This is an optimization exercise on Yosys and OpenROAD, whose aim is small area, not a production implementation.
Where RTL was checked, it was by simulation tests only, not by an equivalence proof against the original.
Power and IR drop assume default switching activity.

==> inputs of juniper <==
Design mscc_top, start of the top module:
module mscc_top
(
  input  wire        clk,
  input  wire        resetb,
  output wire [15:2] ram_iaddr,
  input  wire [31:0] ram_irdata,
  output wire [15:2] ram_addr,
  output wire [3:0]  ram_wstrb,
  input  wire [31:0] ram_rdata,
  output wire [31:0] ram_wdata,
  input  wire [7:0]  gpio_in,
  output wire [7:0]  gpio_out,
  output wire [7:0]  gpio_dir
);
clock: 15.0 ns
lec_check: 0
cap_margin: 20
cell_pad_in_sites_detail_placement: 2
cell_pad_in_sites_global_placement: 3
core_margin: 2
core_utilization: 30
setup_slack_margin: 0.5
slew_margin: 20
synth_hierarchical: 1
synth_minimum_keep_size: 0
run.sh (not shown) runs the stock make flow with config.mk's settings and CLKGATE_MAP_FILE= SYNTH_SCRIPT=/design/flow/synth_recipe.tcl, a recipe that flattens the netlist after the stock synthesis.
==> amber (differences from juniper) <==
--- a/flow/design.v
+++ b/flow/design.v
@@ -76,14 +76,14 @@
   wire [31:0] xb_wd = xb_load ? ld_data : xb_res;
   wire fwd1 = xb_regwrite & (xb_rd != 5'd0) & (a1 == xb_rd);
   wire fwd2 = xb_regwrite & (xb_rd != 5'd0) & (a2 == xb_rd);
   reg [30:0] sel1, sel2;
   always @(*) begin
     for (i = 1; i < 32; i = i + 1) begin
-      sel1[i-1] = ~fwd1 & (a1 == i[4:0]);
-      sel2[i-1] = ~fwd2 & (a2 == i[4:0]);
+      sel1[i-1] = a1 == i[4:0];
+      sel2[i-1] = a2 == i[4:0];
     end
   end
   wire [31:0] rd1, rd2;
   genvar gb, gk;
   generate for (gb = 0; gb < 32; gb = gb + 1) begin : RDBIT
     wire [30:0] col;
@@ -92,35 +92,38 @@
     end
     mscc_ao31 m1 (.s(sel1), .d(col), .y(rd1[gb]));
     mscc_ao31 m2 (.s(sel2), .d(col), .y(rd2[gb]));
   end endgenerate
   wire [31:0] rs1 = fwd1 ? xb_wd : rd1;
   wire [31:0] rs2 = fwd2 ? xb_wd : rd2;
-  wire        sub  = o_branch | ((o_op | o_imm) & f3[2:1] == 2'b01)
+  wire        sub  = ((o_op | o_imm) & f3[2:1] == 2'b01)
                    | (o_op & f3 == 3'b000 & f7[5]);
-  wire [31:0] op2  = (o_op | o_branch) ? rs2 : imm;
+  wire [31:0] op2  = o_op ? rs2 : imm;
   wire [32:0] sum  = {1'b0, rs1} + {1'b0, op2 ^ {32{sub}}} + {32'b0, sub};
   wire        ltu  = ~sum[32];
   wire        lts  = ltu ^ rs1[31] ^ op2[31];
-  wire        eq   = sum[31:0] == 32'b0;
-  wire        ltx  = f3[1] ? ltu : lts;
+  wire        eq   = rs1 == rs2;
+  wire        b_ltu = rs1 < rs2;
+  wire        b_lts = b_ltu ^ rs1[31] ^ rs2[31];
+  wire        ltx  = f3[1] ? b_ltu : b_lts;
   wire        take = run & o_branch
                    & (f3[2] ? (ltx ^ f3[0]) : (f3[1] ? 1'b0 : (eq ^ f3[0])));
   wire        mret = run & o_sys & f3 == 3'b000 & f7 == 7'b0011000;
   wire [31:1] pc_imm = pc + imm[31:1];
   wire [31:1] pc_4   = {pc[31:2] + 30'd1, pc[1]};
   wire irq_init = mtie & irq & ~irq_p;
   wire init_exc = irq_init | (~xb_bubble & xb_exc);
-  reg [31:1] npc;
+  reg [31:1] npc_early;
   always @(*) begin
-    if (init_exc)                     npc = {mtvec, 1'b0};
-    else if (mret)                    npc = {mepc, 1'b0};
-    else if (take | (run & o_jal))    npc = pc_imm;
-    else if (run & o_jalr)            npc = sum[31:1];
-    else                              npc = pc_4;
+    if (init_exc)                     npc_early = {mtvec, 1'b0};
+    else if (mret)                    npc_early = {mepc, 1'b0};
+    else if (run & o_jal)             npc_early = pc_imm;
+    else                              npc_early = pc_4;
   end
+  wire        sel_jalr = run & o_jalr & ~init_exc;
+  wire [31:1] npc = (take & ~init_exc) ? pc_imm : sel_jalr ? sum[31:1] : npc_early;
   assign ram_iaddr = npc[15:2];
   wire ill = run & (~known
            | (o_branch & f3[2:1] == 2'b01)
            | (o_load & (f3 == 3'b011 | f3[2:1] == 2'b11))
            | (o_store & (f3[2] | f3[1:0] == 2'b11))
            | (o_sys & ((f3 == 3'b000 & f7 != 7'b0 & f7 != 7'b0011000)
CAP_MARGIN = 15   (was 20)
CTS_CLUSTER_DIAMETER = 60   (was default)
CTS_CLUSTER_SIZE = 18   (was default)
GPL_TIMING_DRIVEN = 1   (was default)
SETUP_SLACK_MARGIN = 0.4   (was 0.5)
SLEW_MARGIN = 15   (was 20)
==> qor summary <==
item	amber	juniper
Wire length of the first global-routing pass	693.1 mm	652.8 mm
Slowest stage cell on the critical path	a21oi_1	or4_4
Outcome	complete, no violations	finished with violations
Reasons for failing layout checks	-	negative setup slack
Effective utilization at floorplan	0.3021	0.3013
Relative area change from synthesis to final layout	19.10%	28.31%
Average cell area after synthesis	10.54 sq um	10.59 sq um
Fraction of final layout cells with drive strength greater than 1	0.1415	0.2160
Insertion delay of the later-clocked pin in the worst-skew pair	0.91 ns	0.95 ns
Die X-Extent	534.9 microns	528.0 microns
Layout non-clock buf frac	0.05602	0.1053
Total routed wire length on the met1 layer	210.2 mm	194.3 mm
Gate power share	0.271	0.287
Worst reg2reg path startpoint	xb_res[31]	xb_rd[0]
Routability cong.	0.9952	0.9728
CLK BUF	189	254
No functional check of the RTL was part of any run of this note.

---

==> inputs of run a <==
mscc_top, a different RTL version from the one above (not shown whole).
Settings: LEC_CHECK=0, CAP_MARGIN=20, CELL_PAD_IN_SITES_DETAIL_PLACEMENT=2, CELL_PAD_IN_SITES_GLOBAL_PLACEMENT=3, CORE_MARGIN=2, CORE_UTILIZATION=30, SETUP_SLACK_MARGIN=0.5, SLEW_MARGIN=20; clock period 15.0 ns.
==> inputs of run b, as changes to run a <==
--- a/flow/design.v
+++ b/flow/design.v
@@ -72,46 +72,59 @@
   end
   wire [4:0] a1 = o_lui ? 5'd0 : inst[19:15];
   wire [4:0] a2 = inst[24:20];
   reg  [31:0] ld_data;
   wire [31:0] xb_wd = xb_load ? ld_data : xb_res;
   wire fwd1 = xb_regwrite & (xb_rd != 5'd0) & (a1 == xb_rd);
   wire fwd2 = xb_regwrite & (xb_rd != 5'd0) & (a2 == xb_rd);
-  reg [31:0] rs1, rs2;
+  reg [30:0] sel1, sel2;
   always @(*) begin
-    rs1 = fwd1 ? xb_wd : 32'b0;
-    rs2 = fwd2 ? xb_wd : 32'b0;
     for (i = 1; i < 32; i = i + 1) begin
-      rs1 = rs1 | (rf[32*i +: 32] & {32{~fwd1 & (a1 == i[4:0])}});
-      rs2 = rs2 | (rf[32*i +: 32] & {32{~fwd2 & (a2 == i[4:0])}});
+      sel1[i-1] = a1 == i[4:0];
+      sel2[i-1] = a2 == i[4:0];
     end
   end
-  wire        sub  = o_branch | ((o_op | o_imm) & f3[2:1] == 2'b01)
+  wire [31:0] rd1, rd2;
+  genvar gb, gk;
+  generate for (gb = 0; gb < 32; gb = gb + 1) begin : RDBIT
+    wire [30:0] col;
+    for (gk = 1; gk < 32; gk = gk + 1) begin : COL
+      assign col[gk-1] = rf[32*gk + gb];
+    end
+    mscc_ao31 m1 (.s(sel1), .d(col), .y(rd1[gb]));
+    mscc_ao31 m2 (.s(sel2), .d(col), .y(rd2[gb]));
+  end endgenerate
+  wire [31:0] rs1 = fwd1 ? xb_wd : rd1;
+  wire [31:0] rs2 = fwd2 ? xb_wd : rd2;
+  wire        sub  = ((o_op | o_imm) & f3[2:1] == 2'b01)
                    | (o_op & f3 == 3'b000 & f7[5]);
-  wire [31:0] op2  = (o_op | o_branch) ? rs2 : imm;
+  wire [31:0] op2  = o_op ? rs2 : imm;
   wire [32:0] sum  = {1'b0, rs1} + {1'b0, op2 ^ {32{sub}}} + {32'b0, sub};
   wire        ltu  = ~sum[32];
   wire        lts  = ltu ^ rs1[31] ^ op2[31];
-  wire        eq   = sum[31:0] == 32'b0;
-  wire        ltx  = f3[1] ? ltu : lts;
+  wire        eq   = rs1 == rs2;
+  wire        b_ltu = rs1 < rs2;
+  wire        b_lts = b_ltu ^ rs1[31] ^ rs2[31];
+  wire        ltx  = f3[1] ? b_ltu : b_lts;
   wire        take = run & o_branch
                    & (f3[2] ? (ltx ^ f3[0]) : (f3[1] ? 1'b0 : (eq ^ f3[0])));
   wire        mret = run & o_sys & f3 == 3'b000 & f7 == 7'b0011000;
   wire [31:1] pc_imm = pc + imm[31:1];
   wire [31:1] pc_4   = {pc[31:2] + 30'd1, pc[1]};
   wire irq_init = mtie & irq & ~irq_p;
   wire init_exc = irq_init | (~xb_bubble & xb_exc);
-  reg [31:1] npc;
+  reg [31:1] npc_early;
   always @(*) begin
-    if (init_exc)                     npc = {mtvec, 1'b0};
-    else if (mret)                    npc = {mepc, 1'b0};
-    else if (take | (run & o_jal))    npc = pc_imm;
-    else if (run & o_jalr)            npc = sum[31:1];
-    else                              npc = pc_4;
+    if (init_exc)                     npc_early = {mtvec, 1'b0};
+    else if (mret)                    npc_early = {mepc, 1'b0};
+    else if (run & o_jal)             npc_early = pc_imm;
+    else                              npc_early = pc_4;
   end
+  wire        sel_jalr = run & o_jalr & ~init_exc;
+  wire [31:1] npc = (take & ~init_exc) ? pc_imm : sel_jalr ? sum[31:1] : npc_early;
   assign ram_iaddr = npc[15:2];
   wire ill = run & (~known
            | (o_branch & f3[2:1] == 2'b01)
            | (o_load & (f3 == 3'b011 | f3[2:1] == 2'b11))
            | (o_store & (f3[2] | f3[1:0] == 2'b11))
            | (o_sys & ((f3 == 3'b000 & f7 != 7'b0 & f7 != 7'b0011000)
                        | f3 == 3'b100)));
@@ -167,16 +180,21 @@
                        : (f3[1:0] == 2'b10) ? (csr_rdata | csr_opnd)
                        : (csr_rdata & ~csr_opnd);
   wire csr_go = csr_op & ~init_exc;
   wire csr_we = csr_go & (f3[1:0] == 2'b01 | inst[19:15] != 5'd0);
   wire csr_rd = csr_go & inst[11:7] != 5'd0 & c_impl;
   wire [31:0] csr_dnext = perf ? 32'b0 : csr_rd ? csr_rdata : csr_dout;
   wire ill_csr = csr_op & ~c_impl & ~perf & ~xb_bubble;
-  wire [31:0] sh_l  = rs1 << op2[4:0];
-  wire [31:0] sh_r  = $signed({inst[30] & rs1[31], rs1}) >>> op2[4:0];
+  wire        sh_left = ~f3[2];
+  reg  [31:0] rs1_rev, sh_l;
+  always @(*) for (i = 0; i < 32; i = i + 1) rs1_rev[i] = rs1[31-i];
+  wire [31:0] sh_in = sh_left ? rs1_rev : rs1;
+  wire [32:0] sh_o  = $signed({~sh_left & inst[30] & rs1[31], sh_in}) >>> op2[4:0];
+  always @(*) for (i = 0; i < 32; i = i + 1) sh_l[i] = sh_o[31-i];
+  wire [31:0] sh_r  = sh_o[31:0];
   reg  [31:0] alu;
   always @(*) begin
     case (f3)
       3'b000: alu = sum[31:0];
       3'b001: alu = sh_l;
       3'b010: alu = {31'b0, lts};
       3'b011: alu = {31'b0, ltu};
@@ -312,7 +330,20 @@
       if (w_cmpl) mtimecmp[31:0] <= xb_res;
       if (w_cmph) mtimecmp[63:32] <= xb_res;
       if (mtime == mtimecmp) irq <= 1'b1;
       else if (w_cmpl | w_cmph) irq <= 1'b0;
     end
   end
 endmodule
+module mscc_ao31 (input wire [30:0] s, input wire [30:0] d, output wire y);
+  wire [10:0] g;
+  genvar k;
+  generate for (k = 0; k < 10; k = k + 1) begin : G
+    mscc_aoi222 u (.a1(s[3*k]), .a2(d[3*k]), .b1(s[3*k+1]), .b2(d[3*k+1]),
+                   .c1(s[3*k+2]), .c2(d[3*k+2]), .y(g[k]));
+  end endgenerate
+  assign g[10] = ~(s[30] & d[30]);
+  assign y = ~&g;
+endmodule
+module mscc_aoi222 (input wire a1, a2, b1, b2, c1, c2, output wire y);
+  assign y = ~((a1 & a2) | (b1 & b2) | (c1 & c2));
+endmodule
- CAP_MARGIN: 20 -> 15
- CTS_CLUSTER_DIAMETER: default -> 60
- CTS_CLUSTER_SIZE: default -> 18
- GPL_TIMING_DRIVEN: default -> 1
- SETUP_SLACK_MARGIN: 0.5 -> 0.4
- SLEW_MARGIN: 20 -> 15
- SYNTH_HIERARCHICAL: default -> 1
- SYNTH_MINIMUM_KEEP_SIZE: default -> 0
==> inputs of run c, as changes to run a <==
--- a/flow/design.v
+++ b/flow/design.v
@@ -72,46 +72,59 @@
   end
   wire [4:0] a1 = o_lui ? 5'd0 : inst[19:15];
   wire [4:0] a2 = inst[24:20];
   reg  [31:0] ld_data;
   wire [31:0] xb_wd = xb_load ? ld_data : xb_res;
   wire fwd1 = xb_regwrite & (xb_rd != 5'd0) & (a1 == xb_rd);
   wire fwd2 = xb_regwrite & (xb_rd != 5'd0) & (a2 == xb_rd);
-  reg [31:0] rs1, rs2;
+  reg [30:0] sel1, sel2;
   always @(*) begin
-    rs1 = fwd1 ? xb_wd : 32'b0;
-    rs2 = fwd2 ? xb_wd : 32'b0;
     for (i = 1; i < 32; i = i + 1) begin
-      rs1 = rs1 | (rf[32*i +: 32] & {32{~fwd1 & (a1 == i[4:0])}});
-      rs2 = rs2 | (rf[32*i +: 32] & {32{~fwd2 & (a2 == i[4:0])}});
+      sel1[i-1] = a1 == i[4:0];
+      sel2[i-1] = a2 == i[4:0];
     end
   end
-  wire        sub  = o_branch | ((o_op | o_imm) & f3[2:1] == 2'b01)
+  wire [31:0] rd1, rd2;
+  genvar gb, gk;
+  generate for (gb = 0; gb < 32; gb = gb + 1) begin : RDBIT
+    wire [30:0] col;
+    for (gk = 1; gk < 32; gk = gk + 1) begin : COL
+      assign col[gk-1] = rf[32*gk + gb];
+    end
+    mscc_ao31 m1 (.s(sel1), .d(col), .y(rd1[gb]));
+    mscc_ao31 m2 (.s(sel2), .d(col), .y(rd2[gb]));
+  end endgenerate
+  wire [31:0] rs1 = fwd1 ? xb_wd : rd1;
+  wire [31:0] rs2 = fwd2 ? xb_wd : rd2;
+  wire        sub  = ((o_op | o_imm) & f3[2:1] == 2'b01)
                    | (o_op & f3 == 3'b000 & f7[5]);
-  wire [31:0] op2  = (o_op | o_branch) ? rs2 : imm;
+  wire [31:0] op2  = o_op ? rs2 : imm;
   wire [32:0] sum  = {1'b0, rs1} + {1'b0, op2 ^ {32{sub}}} + {32'b0, sub};
   wire        ltu  = ~sum[32];
   wire        lts  = ltu ^ rs1[31] ^ op2[31];
-  wire        eq   = sum[31:0] == 32'b0;
-  wire        ltx  = f3[1] ? ltu : lts;
+  wire        eq   = rs1 == rs2;
+  wire        b_ltu = rs1 < rs2;
+  wire        b_lts = b_ltu ^ rs1[31] ^ rs2[31];
+  wire        ltx  = f3[1] ? b_ltu : b_lts;
   wire        take = run & o_branch
                    & (f3[2] ? (ltx ^ f3[0]) : (f3[1] ? 1'b0 : (eq ^ f3[0])));
   wire        mret = run & o_sys & f3 == 3'b000 & f7 == 7'b0011000;
   wire [31:1] pc_imm = pc + imm[31:1];
   wire [31:1] pc_4   = {pc[31:2] + 30'd1, pc[1]};
   wire irq_init = mtie & irq & ~irq_p;
   wire init_exc = irq_init | (~xb_bubble & xb_exc);
-  reg [31:1] npc;
+  reg [31:1] npc_early;
   always @(*) begin
-    if (init_exc)                     npc = {mtvec, 1'b0};
-    else if (mret)                    npc = {mepc, 1'b0};
-    else if (take | (run & o_jal))    npc = pc_imm;
-    else if (run & o_jalr)            npc = sum[31:1];
-    else                              npc = pc_4;
+    if (init_exc)                     npc_early = {mtvec, 1'b0};
+    else if (mret)                    npc_early = {mepc, 1'b0};
+    else if (run & o_jal)             npc_early = pc_imm;
+    else                              npc_early = pc_4;
   end
+  wire        sel_jalr = run & o_jalr & ~init_exc;
+  wire [31:1] npc = (take & ~init_exc) ? pc_imm : sel_jalr ? sum[31:1] : npc_early;
   assign ram_iaddr = npc[15:2];
   wire ill = run & (~known
            | (o_branch & f3[2:1] == 2'b01)
            | (o_load & (f3 == 3'b011 | f3[2:1] == 2'b11))
            | (o_store & (f3[2] | f3[1:0] == 2'b11))
            | (o_sys & ((f3 == 3'b000 & f7 != 7'b0 & f7 != 7'b0011000)
                        | f3 == 3'b100)));
@@ -167,16 +180,21 @@
                        : (f3[1:0] == 2'b10) ? (csr_rdata | csr_opnd)
                        : (csr_rdata & ~csr_opnd);
   wire csr_go = csr_op & ~init_exc;
   wire csr_we = csr_go & (f3[1:0] == 2'b01 | inst[19:15] != 5'd0);
   wire csr_rd = csr_go & inst[11:7] != 5'd0 & c_impl;
   wire [31:0] csr_dnext = perf ? 32'b0 : csr_rd ? csr_rdata : csr_dout;
   wire ill_csr = csr_op & ~c_impl & ~perf & ~xb_bubble;
-  wire [31:0] sh_l  = rs1 << op2[4:0];
-  wire [31:0] sh_r  = $signed({inst[30] & rs1[31], rs1}) >>> op2[4:0];
+  wire        sh_left = ~f3[2];
+  reg  [31:0] rs1_rev, sh_l;
+  always @(*) for (i = 0; i < 32; i = i + 1) rs1_rev[i] = rs1[31-i];
+  wire [31:0] sh_in = sh_left ? rs1_rev : rs1;
+  wire [32:0] sh_o  = $signed({~sh_left & inst[30] & rs1[31], sh_in}) >>> op2[4:0];
+  always @(*) for (i = 0; i < 32; i = i + 1) sh_l[i] = sh_o[31-i];
+  wire [31:0] sh_r  = sh_o[31:0];
   reg  [31:0] alu;
   always @(*) begin
     case (f3)
       3'b000: alu = sum[31:0];
       3'b001: alu = sh_l;
       3'b010: alu = {31'b0, lts};
       3'b011: alu = {31'b0, ltu};
@@ -312,7 +330,20 @@
       if (w_cmpl) mtimecmp[31:0] <= xb_res;
       if (w_cmph) mtimecmp[63:32] <= xb_res;
       if (mtime == mtimecmp) irq <= 1'b1;
       else if (w_cmpl | w_cmph) irq <= 1'b0;
     end
   end
 endmodule
+module mscc_ao31 (input wire [30:0] s, input wire [30:0] d, output wire y);
+  wire [10:0] g;
+  genvar k;
+  generate for (k = 0; k < 10; k = k + 1) begin : G
+    mscc_aoi222 u (.a1(s[3*k]), .a2(d[3*k]), .b1(s[3*k+1]), .b2(d[3*k+1]),
+                   .c1(s[3*k+2]), .c2(d[3*k+2]), .y(g[k]));
+  end endgenerate
+  assign g[10] = ~(s[30] & d[30]);
+  assign y = ~&g;
+endmodule
+module mscc_aoi222 (input wire a1, a2, b1, b2, c1, c2, output wire y);
+  assign y = ~((a1 & a2) | (b1 & b2) | (c1 & c2));
+endmodule
- CTS_CLUSTER_DIAMETER: default -> 80
- CTS_CLUSTER_SIZE: default -> 24
- GPL_TIMING_DRIVEN: default -> 1
- SETUP_SLACK_MARGIN: 0.5 -> 0.3
- SYNTH_HIERARCHICAL: default -> 1
- SYNTH_MINIMUM_KEEP_SIZE: default -> 0
==> summary of the runs <==
- Count of clock-buffer cells in the layout, highest first: run a, run b, run c.
- Against run a, the critical path depth of run c is lower by 15.
- Between run c and run a, the lower global-route usage is in run c (gap 5.7 points).
- The lowest setup slack belongs to run c, the highest to run a.
- Against run a, the maximum frequency of run b is smaller by 0.64%.
- Between run c and run a, the lower combinational power is in run c (gap 11%, measured against run a).
- Between run c and run b, the lower via count is in run c (gap 0.55%, measured against run b).
- In run b the die area is lower than in run a, by about 1.2%.
- Hold slack, lowest first: run b, run c, run a.
- Of run a and run c, run a has the higher synthesized cell count (gap about 6%, measured against run c).
- In flip-flop and latch count, run c and run a do not differ.
==> figures <==
| quantity | run a | run b | run c |
|---|---|---|---|
| Post-DR wirelength/cell | 44.6 um | 41.6 um | 41.7 um |
| Power Combinational | 3.90 mW | 3.48 mW | 3.48 mW |
| Fraction of standard cell area in multi-input logic | 36.3% | 39.0% | 39.7% |
| Wire length of the first global-routing pass | 750 mm | 650 mm | 647 mm |
| Final net count | 9154 | 8081 | 8026 |
| Cell area reported after detailed placement | 98100 um^2 | 90700 um^2 | 90700 um^2 |
| Quantity of gates resized following cts | 266 | 1 | 1 |
| Detailed Route WL | 567 mm | 481 mm | 479 mm |
| Max stage delay on crit path | 490 ps | 740 ps | 750 ps |
| 1st-iter DRT viols | 12.8k | 9996 | 9755 |
| Fraction of post-synthesis cell area in the top cell type by area | 40.7% | 41.2% | 41.2% |
| Worst Setup Slack post-DPL | -1500 ps | 380 ps | 351 ps |
| VDD IR-drop max | 100 uV | 92.3 uV | 127 uV |
| Filler Cell Count | 28.5k | 28.6k | 28.8k |
| Antenna cell count | 20 | 17 | 20 |
| Worst setup margin | 555 ps | 462 ps | 431 ps |
| Die Outline Area | 279000 um^2 | 276000 um^2 | 276000 um^2 |
| Fraction of power spent switching nets | 35.1% | 36.9% | 38.2% |
| Run status | timing/DRC/antenna clean | timing/DRC/antenna clean | timing/DRC/antenna clean |
| Slew headroom | 9.40% | 5.26% | 12.4% |
| Fraction of power consumed by combinational cells | 27.6% | 25.8% | 27.9% |
| Critical path's most frequent cell | sky130_fd_sc_hd__buf_6 | sky130_fd_sc_hd__buf_4 | sky130_fd_sc_hd__nand4_1 |
| Maximum clock path buffer count | 4 | 4 | 3 |

-- afterwards: timing with drivers on the ports --
In the flow no input, the clock included, has a driving cell. The finished layouts below were timed again as built, in two steps. Step 1 sets driving cells, clkbuf_16 on the clock port and buf_2 on the other inputs (assumed; they add their load-dependent delay and slew). Step 2 times the ports against the registers' clock, not the clock port: input delays grow and output delays shrink by t, the midpoint of the rising clock arrivals with the driver on. Three values: ideal, step 1, step 2; two values: the first two.
| run | t (ns) | setup slack, ns | worst setup path at the end | clock arrival spread, ns | worst register clock-pin slew, ns |
|---|---|---|---|---|---|
| juniper | 0.989 | -0.161 / -0.186 / -0.186 | input to output | 0.129 / 0.128 | 0.08 / 0.08 |
| amber | 0.990 | 0.133 / 0.099 / 0.099 | input to output | 0.074 / 0.074 | 0.09 / 0.09 |
| run a | 0.994 | 0.555 / 0.517 / 0.517 | input to output | 0.091 / 0.091 | 0.09 / 0.09 |
| run b | 0.972 | 0.462 / 0.436 / 0.436 | input to output | 0.078 / 0.077 | 0.08 / 0.08 |
| run c | 0.937 | 0.431 / 0.405 / 0.405 | input to output | 0.079 / 0.078 | 0.10 / 0.10 |
For run a, which loses most, drivers alone change the setup slack by -0.038 ns; drivers and shift together by -0.038 ns.
